Source: an optimization exercise on an open RTL-to-GDS flow (aim: small area, a short achievable clock period and few clock cycles per item). Production flows keep margins and buffers that such runs may drop.
RTL that was checked went through simulation tests only; none was proved equivalent to the original.
Power is estimated from default activity; no workload was simulated.

== the previous run ==
==> module S00_AXI, before the edit <==
module S00_AXI
#(
	  parameter integer AXI_DATA_WIDTH	= 32
	, parameter integer AXI_ADDR_WIDTH	= 8
	, parameter integer AXI_REGS_COUNT	= 20
)
(
	  input  logic                              AXI_ACLK
	, input  logic                              AXI_ARESETN
	, input  logic [AXI_ADDR_WIDTH - 1 : 0]     AXI_AWADDR
	, input  logic                              AXI_AWVALID
	, output logic                              AXI_AWREADY
	, input  logic [AXI_DATA_WIDTH - 1 : 0]     AXI_WDATA
	, input  logic [(AXI_DATA_WIDTH/8)-1 : 0]   AXI_WSTRB
	, input  logic                              AXI_WVALID
	, output logic                              AXI_WREADY
	, output logic [1 : 0]                      AXI_BRESP
	, output logic                              AXI_BVALID
	, input  logic                              AXI_BREADY
	, input  logic [AXI_ADDR_WIDTH - 1 : 0]     AXI_ARADDR
	, input  logic                              AXI_ARVALID
	, output logic                              AXI_ARREADY
	, output logic [AXI_DATA_WIDTH - 1 : 0]     AXI_RDATA
	, output logic [1 : 0]                      AXI_RRESP
	, output logic                              AXI_RVALID
	, input  logic                              AXI_RREADY
);
	localparam integer NBYTES = AXI_DATA_WIDTH/8;
	assign AXI_AWREADY = 1'b1;
	assign AXI_WREADY  = 1'b1;
	assign AXI_ARREADY = 1'b1;
	assign AXI_BRESP   = 2'b00;
	assign AXI_RRESP   = 2'b00;
	logic                          aw_got, w_got, commit, bvalid;
	logic [4:0]                    waddr;
	logic                          rst_q;
	logic [NBYTES - 1 : 0]         wstrb;
	logic aw_ok, w_ok;
	assign aw_ok = aw_got | AXI_AWVALID;
	assign w_ok  = w_got  | AXI_WVALID;
	always_ff @(posedge AXI_ACLK)
	begin
		if (!AXI_ARESETN)
		begin
			aw_got <= 1'b0;
			w_got  <= 1'b0;
			bvalid <= 1'b0;
		end
		else
		begin
			aw_got <= aw_ok & ~w_ok;
			w_got  <= w_ok & ~aw_ok;
			bvalid <= bvalid ? ~AXI_BREADY : (aw_ok & w_ok);
		end
	end
	assign AXI_BVALID = bvalid;
	always_ff @(posedge AXI_ACLK)
	begin
		rst_q <= ~AXI_ARESETN;
		if (!aw_got) waddr <= AXI_AWADDR[6:2];
		if (!AXI_ARESETN)
		begin
			commit <= 1'b1;
			wstrb  <= '1;
		end
		else
		begin
			commit <= aw_ok & w_ok;
			if (!w_got) wstrb <= AXI_WSTRB;
		end
	end
	logic [AXI_DATA_WIDTH - 1 : 0] regs_n [AXI_REGS_COUNT];
	logic [AXI_DATA_WIDTH - 1 : 0] rdata;
	logic [AXI_DATA_WIDTH - 1 : 0] wdata_n;
	assign wdata_n = ~rdata;
	logic [AXI_REGS_COUNT - 1 : 0] wrow;
	always_comb
		for (integer i = 0; i < AXI_REGS_COUNT; i = i + 1)
			wrow[i] = rst_q | (waddr == i);
	logic [NBYTES - 1 : 0] cs;
	assign cs = {NBYTES{commit}} & wstrb;
	genvar r, b;
	generate
		for (r = 0; r < AXI_REGS_COUNT; r = r + 1)
		begin : g_row
			for (b = 0; b < NBYTES; b = b + 1)
			begin : g_byte
				logic ld, keep;
				logic [7:0] nxt;
				AND2  u_ld   (.a(wrow[r]), .b(cs[b]), .y(ld));
				NAND2 u_keep (.a(wrow[r]), .b(cs[b]), .y(keep));
				for (genvar i = 0; i < 8; i = i + 1)
				begin : g_bit
					AO22 u_ao (.a(ld), .b(wdata_n[b*8+i]), .c(keep), .d(regs_n[r][b*8+i]), .y(nxt[i]));
				end
				always_ff @(posedge AXI_ACLK) regs_n[r][b*8 +: 8] <= nxt;
			end
		end
	endgenerate
	logic rvalid;
	always_ff @(posedge AXI_ACLK) rvalid <= AXI_ARESETN & (rvalid ? ~AXI_RREADY : AXI_ARVALID);
	logic [3:0]                    lo;
	logic [7:0]                    hi;
	logic [AXI_REGS_COUNT - 1 : 0] rsel_n;
	DEC2  u_lo (.a(AXI_ARADDR[3:2]), .y(lo));
	DEC3H u_hi (.a(AXI_ARADDR[6:4]), .en(AXI_ARVALID), .y(hi));
	for (genvar i = 0; i < AXI_REGS_COUNT; i = i + 1)
	begin : g_rsel
		NAND2 u_nand (.a(hi[i / 4]), .b(lo[i % 4]), .y(rsel_n[i]));
	end
	logic hold_n, wvalid_n;
	assign hold_n   = ~(rvalid | w_got);
	assign wvalid_n = ~AXI_WVALID;
	for (genvar i = 0; i < AXI_DATA_WIDTH; i = i + 1)
	begin : g_rbit
		logic [10:0] t;
		for (genvar j = 0; j < 10; j = j + 1)
		begin : g_pair
			OAI22 u_oai (.a(rsel_n[2*j]), .b(regs_n[2*j][i]), .c(rsel_n[2*j+1]), .d(regs_n[2*j+1][i]), .y(t[j]));
		end
		OAI22 u_hw (.a(hold_n), .b(wdata_n[i]), .c(wvalid_n), .d(~AXI_WDATA[i]), .y(t[10]));
		logic rnext;
		OR11 u_or (.a(t), .y(rnext));
		always_ff @(posedge AXI_ACLK) rdata[i] <= rnext;
	end
	assign AXI_RDATA  = rdata;
	assign AXI_RVALID = rvalid;
endmodule
Settings: LEC_CHECK=0, CAP_MARGIN=20, CORE_MARGIN=2, CORE_UTILIZATION=50, CTS_CLUSTER_DIAMETER=80, CTS_CLUSTER_SIZE=25, SETUP_SLACK_MARGIN=2.5, SLEW_MARGIN=20, SYNTH_HIERARCHICAL=1, SYNTH_MINIMUM_KEEP_SIZE=0; clock period 4.5 ns.
standard.sh (not shown) runs the stock make flow with config.mk's settings and CLKGATE_MAP_FILE= SYNTH_SCRIPT=/design/flow/synth_recipe.tcl, a recipe that flattens the netlist after the stock synthesis.
==> flow/flow/run.sh <==
#!/bin/bash
# The standard layout, with the port buffers inserted as buf_4 rather than the
# weakest buffer (the resizer still sizes them where timing needs it).
set -euo pipefail
bash standard.sh BUFFER_PORTS_ARGS="-buffer_cell sky130_fd_sc_hd__buf_4" finish > standard.log 2>&1
For the current run, these inputs were changed with respect to the previous run:
diff --git a/flow/design.v b/flow/design.v
--- a/flow/design.v
+++ b/flow/design.v
@@ -29,14 +29,13 @@
 	assign AXI_AWREADY = 1'b1;
 	assign AXI_WREADY  = 1'b1;
 	assign AXI_ARREADY = 1'b1;
 	assign AXI_BRESP   = 2'b00;
 	assign AXI_RRESP   = 2'b00;
 	logic                          aw_got, w_got, commit, bvalid;
-	logic [4:0]                    waddr;
-	logic                          rst_q;
+	logic [AXI_REGS_COUNT - 1 : 0] wrow;
 	logic [NBYTES - 1 : 0]         wstrb;
 	logic aw_ok, w_ok;
 	assign aw_ok = aw_got | AXI_AWVALID;
 	assign w_ok  = w_got  | AXI_WVALID;
 	always_ff @(posedge AXI_ACLK)
 	begin
@@ -53,33 +52,31 @@
 			bvalid <= bvalid ? ~AXI_BREADY : (aw_ok & w_ok);
 		end
 	end
 	assign AXI_BVALID = bvalid;
 	always_ff @(posedge AXI_ACLK)
 	begin
-		rst_q <= ~AXI_ARESETN;
-		if (!aw_got) waddr <= AXI_AWADDR[6:2];
 		if (!AXI_ARESETN)
 		begin
 			commit <= 1'b1;
+			wrow   <= '1;
 			wstrb  <= '1;
 		end
 		else
 		begin
 			commit <= aw_ok & w_ok;
+			if (!aw_got)
+				for (integer i = 0; i < AXI_REGS_COUNT; i = i + 1)
+					wrow[i] <= (AXI_AWADDR[6:2] == i);
 			if (!w_got) wstrb <= AXI_WSTRB;
 		end
 	end
 	logic [AXI_DATA_WIDTH - 1 : 0] regs_n [AXI_REGS_COUNT];
 	logic [AXI_DATA_WIDTH - 1 : 0] rdata;
 	logic [AXI_DATA_WIDTH - 1 : 0] wdata_n;
 	assign wdata_n = ~rdata;
-	logic [AXI_REGS_COUNT - 1 : 0] wrow;
-	always_comb
-		for (integer i = 0; i < AXI_REGS_COUNT; i = i + 1)
-			wrow[i] = rst_q | (waddr == i);
 	logic [NBYTES - 1 : 0] cs;
 	assign cs = {NBYTES{commit}} & wstrb;
 	genvar r, b;
 	generate
 		for (r = 0; r < AXI_REGS_COUNT; r = r + 1)
 		begin : g_row
Findings:
From the previous run to the current run the numbers moved as follows: time the worst path needs with I/O delays and setup lower; final worst-path cycle share lower; switching part of the total power roughly the same; mean instance size in the synthesized netlist roughly the same; core area higher.
Function was not checked in any run of this note: the RTL went through the layout flow alone.

---

Setup of trial 68:
The RTL this note starts from:
==> flow/design.v <==
module S00_AXI
#(
	  parameter integer AXI_DATA_WIDTH	= 32
	, parameter integer AXI_ADDR_WIDTH	= 8
	, parameter integer AXI_REGS_COUNT	= 20
)
(
	  input  logic                              AXI_ACLK
	, input  logic                              AXI_ARESETN
	, input  logic [AXI_ADDR_WIDTH - 1 : 0]     AXI_AWADDR
	, input  logic                              AXI_AWVALID
	, output logic                              AXI_AWREADY
	, input  logic [AXI_DATA_WIDTH - 1 : 0]     AXI_WDATA
	, input  logic [(AXI_DATA_WIDTH/8)-1 : 0]   AXI_WSTRB
	, input  logic                              AXI_WVALID
	, output logic                              AXI_WREADY
	, output logic [1 : 0]                      AXI_BRESP
	, output logic                              AXI_BVALID
	, input  logic                              AXI_BREADY
	, input  logic [AXI_ADDR_WIDTH - 1 : 0]     AXI_ARADDR
	, input  logic                              AXI_ARVALID
	, output logic                              AXI_ARREADY
	, output logic [AXI_DATA_WIDTH - 1 : 0]     AXI_RDATA
	, output logic [1 : 0]                      AXI_RRESP
	, output logic                              AXI_RVALID
	, input  logic                              AXI_RREADY
);
	localparam integer NBYTES = AXI_DATA_WIDTH/8;
	assign AXI_AWREADY = 1'b1;
	assign AXI_WREADY  = 1'b1;
	assign AXI_ARREADY = 1'b1;
	assign AXI_BRESP   = 2'b00;
	assign AXI_RRESP   = 2'b00;
	logic                          aw_got, w_got, commit, bvalid;
	logic [AXI_REGS_COUNT - 1 : 0] wrow;
	logic [NBYTES - 1 : 0]         wstrb;
	logic aw_ok, w_ok;
	assign aw_ok = aw_got | AXI_AWVALID;
	assign w_ok  = w_got  | AXI_WVALID;
	always_ff @(posedge AXI_ACLK)
	begin
		if (!AXI_ARESETN)
		begin
			aw_got <= 1'b0;
			w_got  <= 1'b0;
			bvalid <= 1'b0;
		end
		else
		begin
			aw_got <= aw_ok & ~w_ok;
			w_got  <= w_ok & ~aw_ok;
			bvalid <= bvalid ? ~AXI_BREADY : (aw_ok & w_ok);
		end
	end
	assign AXI_BVALID = bvalid;
	always_ff @(posedge AXI_ACLK)
	begin
		if (!AXI_ARESETN)
		begin
			commit <= 1'b1;
			wrow   <= '1;
			wstrb  <= '1;
		end
		else
		begin
			commit <= aw_ok & w_ok;
			if (!aw_got)
				for (integer i = 0; i < AXI_REGS_COUNT; i = i + 1)
					wrow[i] <= (AXI_AWADDR[6:2] == i);
			if (!w_got) wstrb <= AXI_WSTRB;
		end
	end
	logic [AXI_DATA_WIDTH - 1 : 0] regs_n [AXI_REGS_COUNT];
	logic [AXI_DATA_WIDTH - 1 : 0] rdata;
	logic [AXI_DATA_WIDTH - 1 : 0] wdata_n;
	assign wdata_n = ~rdata;
	genvar r, b;
	generate
		for (r = 0; r < AXI_REGS_COUNT; r = r + 1)
		begin : g_row
			for (b = 0; b < NBYTES; b = b + 1)
			begin : g_byte
				logic ld;
				logic [7:0] nxt;
				assign ld = commit & wrow[r] & wstrb[b];
				for (genvar i = 0; i < 8; i = i + 1)
				begin : g_bit
					AO22 u_ao (.a(ld), .b(wdata_n[b*8+i]), .c(~ld), .d(regs_n[r][b*8+i]), .y(nxt[i]));
				end
				always_ff @(posedge AXI_ACLK) regs_n[r][b*8 +: 8] <= nxt;
			end
		end
	endgenerate
	logic                          rvalid, rvalid_o;
	logic                          rvalid_n;
	assign rvalid_n = AXI_ARESETN & (rvalid ? ~AXI_RREADY : AXI_ARVALID);
	always_ff @(posedge AXI_ACLK) rvalid <= rvalid_n;
	OUTREG u_rvalid_o (.clk(AXI_ACLK), .d(rvalid_n), .q(rvalid_o));
	logic [3:0]                    lo;
	logic [7:0]                    hi;
	DEC2  u_lo (.a(AXI_ARADDR[3:2]), .y(lo));
	DEC3H u_hi (.a(AXI_ARADDR[6:4]), .en(AXI_ARVALID), .y(hi));
	localparam integer RSEL_BITS = 8;
	logic [AXI_REGS_COUNT - 1 : 0] rsel_n [AXI_DATA_WIDTH / RSEL_BITS];
	for (genvar c = 0; c < AXI_DATA_WIDTH / RSEL_BITS; c = c + 1)
	begin : g_rcopy
		for (genvar i = 0; i < AXI_REGS_COUNT; i = i + 1)
		begin : g_rsel
			NAND2 u_nand (.a(hi[i / 4]), .b(lo[i % 4]), .y(rsel_n[c][i]));
		end
	end
	logic hold;
	assign hold = rvalid | w_got;
	for (genvar i = 0; i < AXI_DATA_WIDTH; i = i + 1)
	begin : g_rbit
		logic [11:0] t;
		for (genvar j = 0; j < 10; j = j + 1)
		begin : g_pair
			OAI22 u_oai (.a(rsel_n[i / RSEL_BITS][2*j]), .b(regs_n[2*j][i]), .c(rsel_n[i / RSEL_BITS][2*j+1]), .d(regs_n[2*j+1][i]), .y(t[j]));
		end
		AND2 u_hold (.a(hold), .b(rdata[i]), .y(t[10]));
		AND2 u_wr (.a(AXI_WVALID), .b(AXI_WDATA[i]), .y(t[11]));
		logic rnext;
		OR12 u_or (.a(t), .y(rnext));
		always_ff @(posedge AXI_ACLK) rdata[i] <= rnext;
	end
	assign AXI_RDATA  = rdata;
	assign AXI_RVALID = rvalid_o;
endmodule
module OUTREG
(
	  input  logic clk
	, input  logic d
	, output logic q
);
	always_ff @(posedge clk) q <= d;
endmodule
module AO22
(
	  input  logic a
	, input  logic b
	, input  logic c
	, input  logic d
	, output logic y
);
	assign y = (a & b) | (c & d);
endmodule
module OAI22
(
	  input  logic a
	, input  logic b
	, input  logic c
	, input  logic d
	, output logic y
);
	assign y = ~((a | b) & (c | d));
endmodule
module NAND2
(
	  input  logic a
	, input  logic b
	, output logic y
);
	assign y = ~(a & b);
endmodule
module AND2
(
	  input  logic a
	, input  logic b
	, output logic y
);
	assign y = a & b;
endmodule
module OR12
(
	  input  logic [11:0] a
	, output logic        y
);
	logic [3:0] g_n;
	NOR3  u_n0 (.a(a[0]), .b(a[1]),  .c(a[2]),  .y(g_n[0]));
	NOR3  u_n1 (.a(a[3]), .b(a[4]),  .c(a[5]),  .y(g_n[1]));
	NOR3  u_n2 (.a(a[6]), .b(a[7]),  .c(a[8]),  .y(g_n[2]));
	NOR3  u_n3 (.a(a[9]), .b(a[10]), .c(a[11]), .y(g_n[3]));
	NAND4 u_y  (.a(g_n[0]), .b(g_n[1]), .c(g_n[2]), .d(g_n[3]), .y(y));
endmodule
module NOR3
(
	  input  logic a
	, input  logic b
	, input  logic c
	, output logic y
);
	assign y = ~(a | b | c);
endmodule
module NAND4
(
	  input  logic a
	, input  logic b
	, input  logic c
	, input  logic d
	, output logic y
);
	assign y = ~(a & b & c & d);
endmodule
module DEC2
(
	  input  logic [1:0] a
	, output logic [3:0] y
);
	always_comb
		for (integer i = 0; i < 4; i = i + 1)
			y[i] = (a == i);
endmodule
module DEC3H
(
	  input  logic [2:0] a
	, input  logic       en
	, output logic [7:0] y
);
	always_comb
		for (integer i = 0; i < 8; i = i + 1)
			y[i] = en & (a == i);
endmodule
module TopModule
#(
      parameter integer   AXI_DATA_WIDTH	  = 32
    , parameter integer   AXI_ADDR_WIDTH	  = 8
)
(
    input  logic                              clk
  , input  logic                              areset_n
  , input  logic [AXI_ADDR_WIDTH - 1 : 0]     S00_AXI_AWADDR
  , input  logic                              S00_AXI_AWVALID
  , output logic                              S00_AXI_AWREADY
  , input  logic [AXI_DATA_WIDTH - 1 : 0]     S00_AXI_WDATA
  , input  logic [(AXI_DATA_WIDTH/8)-1 : 0]   S00_AXI_WSTRB
  , input  logic                              S00_AXI_WVALID
  , output logic                              S00_AXI_WREADY
  , output logic [1 : 0]                      S00_AXI_BRESP
  , output logic                              S00_AXI_BVALID
  , input  logic                              S00_AXI_BREADY
  , input  logic [AXI_ADDR_WIDTH - 1 : 0]     S00_AXI_ARADDR
  , input  logic                              S00_AXI_ARVALID
  , output logic                              S00_AXI_ARREADY
  , output logic [AXI_DATA_WIDTH - 1 : 0]     S00_AXI_RDATA
  , output logic [1 : 0]                      S00_AXI_RRESP
  , output logic                              S00_AXI_RVALID
  , input  logic                              S00_AXI_RREADY
);
  S00_AXI
  #(
      .AXI_DATA_WIDTH(AXI_DATA_WIDTH)
    , .AXI_ADDR_WIDTH(AXI_ADDR_WIDTH)
    , .AXI_REGS_COUNT(20)
  )
  axi_slave
  (
      .AXI_ACLK(        clk)
    , .AXI_ARESETN(     areset_n)
    , .AXI_AWADDR(      S00_AXI_AWADDR)
    , .AXI_AWVALID(     S00_AXI_AWVALID)
    , .AXI_AWREADY(     S00_AXI_AWREADY)
    , .AXI_WDATA(       S00_AXI_WDATA)
    , .AXI_WSTRB(       S00_AXI_WSTRB)
    , .AXI_WVALID(      S00_AXI_WVALID)
    , .AXI_WREADY(      S00_AXI_WREADY)
    , .AXI_BRESP(       S00_AXI_BRESP)
    , .AXI_BVALID(      S00_AXI_BVALID)
    , .AXI_BREADY(      S00_AXI_BREADY)
    , .AXI_ARADDR(      S00_AXI_ARADDR)
    , .AXI_ARVALID(     S00_AXI_ARVALID)
    , .AXI_ARREADY(     S00_AXI_ARREADY)
    , .AXI_RDATA(       S00_AXI_RDATA)
    , .AXI_RRESP(       S00_AXI_RRESP)
    , .AXI_RVALID(      S00_AXI_RVALID)
    , .AXI_RREADY(      S00_AXI_RREADY)
  );
endmodule
clock: 4.5 ns
lec_check: 0
cap_margin: 20
core_margin: 2
core_utilization: 50
cts_cluster_diameter: 80
cts_cluster_size: 25
setup_slack_margin: 2.5
slew_margin: 20
synth_hierarchical: 1
synth_minimum_keep_size: 0
run.sh (not shown) runs the stock make flow with config.mk's settings and CLKGATE_MAP_FILE= SYNTH_SCRIPT=/design/flow/synth_recipe.tcl, a recipe that flattens the netlist after the stock synthesis.
Stock flow here: none of the scripts above is used.
Trial 68: flow completed, timing, DRC and antenna clean
## Diff of input files: trial 31 against trial 68
--- a/flow/design.v
+++ b/flow/design.v
@@ -98,16 +98,12 @@
 	OUTREG u_rvalid_o (.clk(AXI_ACLK), .d(rvalid_n), .q(rvalid_o));
 	logic [3:0]                    lo;
 	logic [7:0]                    hi;
+	logic [AXI_REGS_COUNT - 1 : 0] rsel_n;
 	DEC2  u_lo (.a(AXI_ARADDR[3:2]), .y(lo));
 	DEC3H u_hi (.a(AXI_ARADDR[6:4]), .en(AXI_ARVALID), .y(hi));
-	localparam integer RSEL_BITS = 8;
-	logic [AXI_REGS_COUNT - 1 : 0] rsel_n [AXI_DATA_WIDTH / RSEL_BITS];
-	for (genvar c = 0; c < AXI_DATA_WIDTH / RSEL_BITS; c = c + 1)
-	begin : g_rcopy
-		for (genvar i = 0; i < AXI_REGS_COUNT; i = i + 1)
-		begin : g_rsel
-			NAND2 u_nand (.a(hi[i / 4]), .b(lo[i % 4]), .y(rsel_n[c][i]));
-		end
+	for (genvar i = 0; i < AXI_REGS_COUNT; i = i + 1)
+	begin : g_rsel
+		NAND2 u_nand (.a(hi[i / 4]), .b(lo[i % 4]), .y(rsel_n[i]));
 	end
 	logic hold;
 	assign hold = rvalid | w_got;
@@ -116,7 +112,7 @@
 		logic [11:0] t;
 		for (genvar j = 0; j < 10; j = j + 1)
 		begin : g_pair
-			OAI22 u_oai (.a(rsel_n[i / RSEL_BITS][2*j]), .b(regs_n[2*j][i]), .c(rsel_n[i / RSEL_BITS][2*j+1]), .d(regs_n[2*j+1][i]), .y(t[j]));
+			OAI22 u_oai (.a(rsel_n[2*j]), .b(regs_n[2*j][i]), .c(rsel_n[2*j+1]), .d(regs_n[2*j+1][i]), .y(t[j]));
 		end
 		AND2 u_hold (.a(hold), .b(rdata[i]), .y(t[10]));
 		AND2 u_wr (.a(AXI_WVALID), .b(AXI_WDATA[i]), .y(t[11]));
--- outcome ---
Compared with trial 68, in trial 31 power density relative to cell area lost about 1.2%; total power after layout lost 0.000087 W; proportion of power drawn by combinational gates neither gained nor lost much.
There was hardly any difference in routed via count between trial 31 and trial 68.
Die area, trial 31 and trial 68: smaller value in trial 31
Trial 68 ended up with S00_AXI_ARVALID as its launching instance or port of the critical path; trial 31 ended up with axi_slave.rdata[5]$_DFF_P_.
Area after synthesis in trial 31 is 0.88% below trial 68.
On final worst setup slack, trial 31 does better than trial 68.
Final cycle utilization of the critical path: lower on trial 31
[trial 31 vs trial 68] final instance count without filler cells: lower in trial 31
Comparing trial 31 and trial 68, post-CTS setup-driven buffer insertion count is higher on trial 31.
In trial 31 the wire length after detailed routing turned out 2.3% higher than in trial 68.
Trial 31 ends up with lower data arrival time of the critical path than trial 68 does.
Testbench counts of trial 31, summed over its fixed seeds: cycles 6,400, items 3,200.
Only the layout flow was run in trial 68; the RTL was not checked for function there.

-- afterwards: timing with drivers on the ports --
The flow's constraints put no driver on any port. The routed layouts listed below were extracted and timed again, unchanged, in two steps. Step 1, drivers: a clkbuf_16 drives clk and a buf_2 each remaining input, both assumed. Step 2 also shifts input and output timing later by t, the mid clock arrival at the registers, as if the neighbouring blocks saw the same clock. Three values: no drivers, after step 1, after step 2; two values: the first two.
run | t (ns) | setup WS [ns] | hold slack, ns | worst setup path at the end
the previous run | 0.637 | 2.426 / 2.426 / 1.869 | 0.452 / 0.448 / 0.452 | input to register
the current run | 0.643 | 2.470 / 2.464 / 1.864 | 0.476 / 0.449 / 0.476 | input to register
trial 68 | 0.648 | 2.443 / 2.467 / 1.832 | 0.479 / 0.479 / 0.479 | input to register
trial 31 | 0.645 | 2.512 / 2.449 / 1.938 | 0.478 / 0.478 / 0.478 | input to register
After both steps every run listed still meets setup and hold. For trial 68, which loses most, drivers alone change the setup slack by +0.024 ns; drivers and shift together by -0.611 ns.
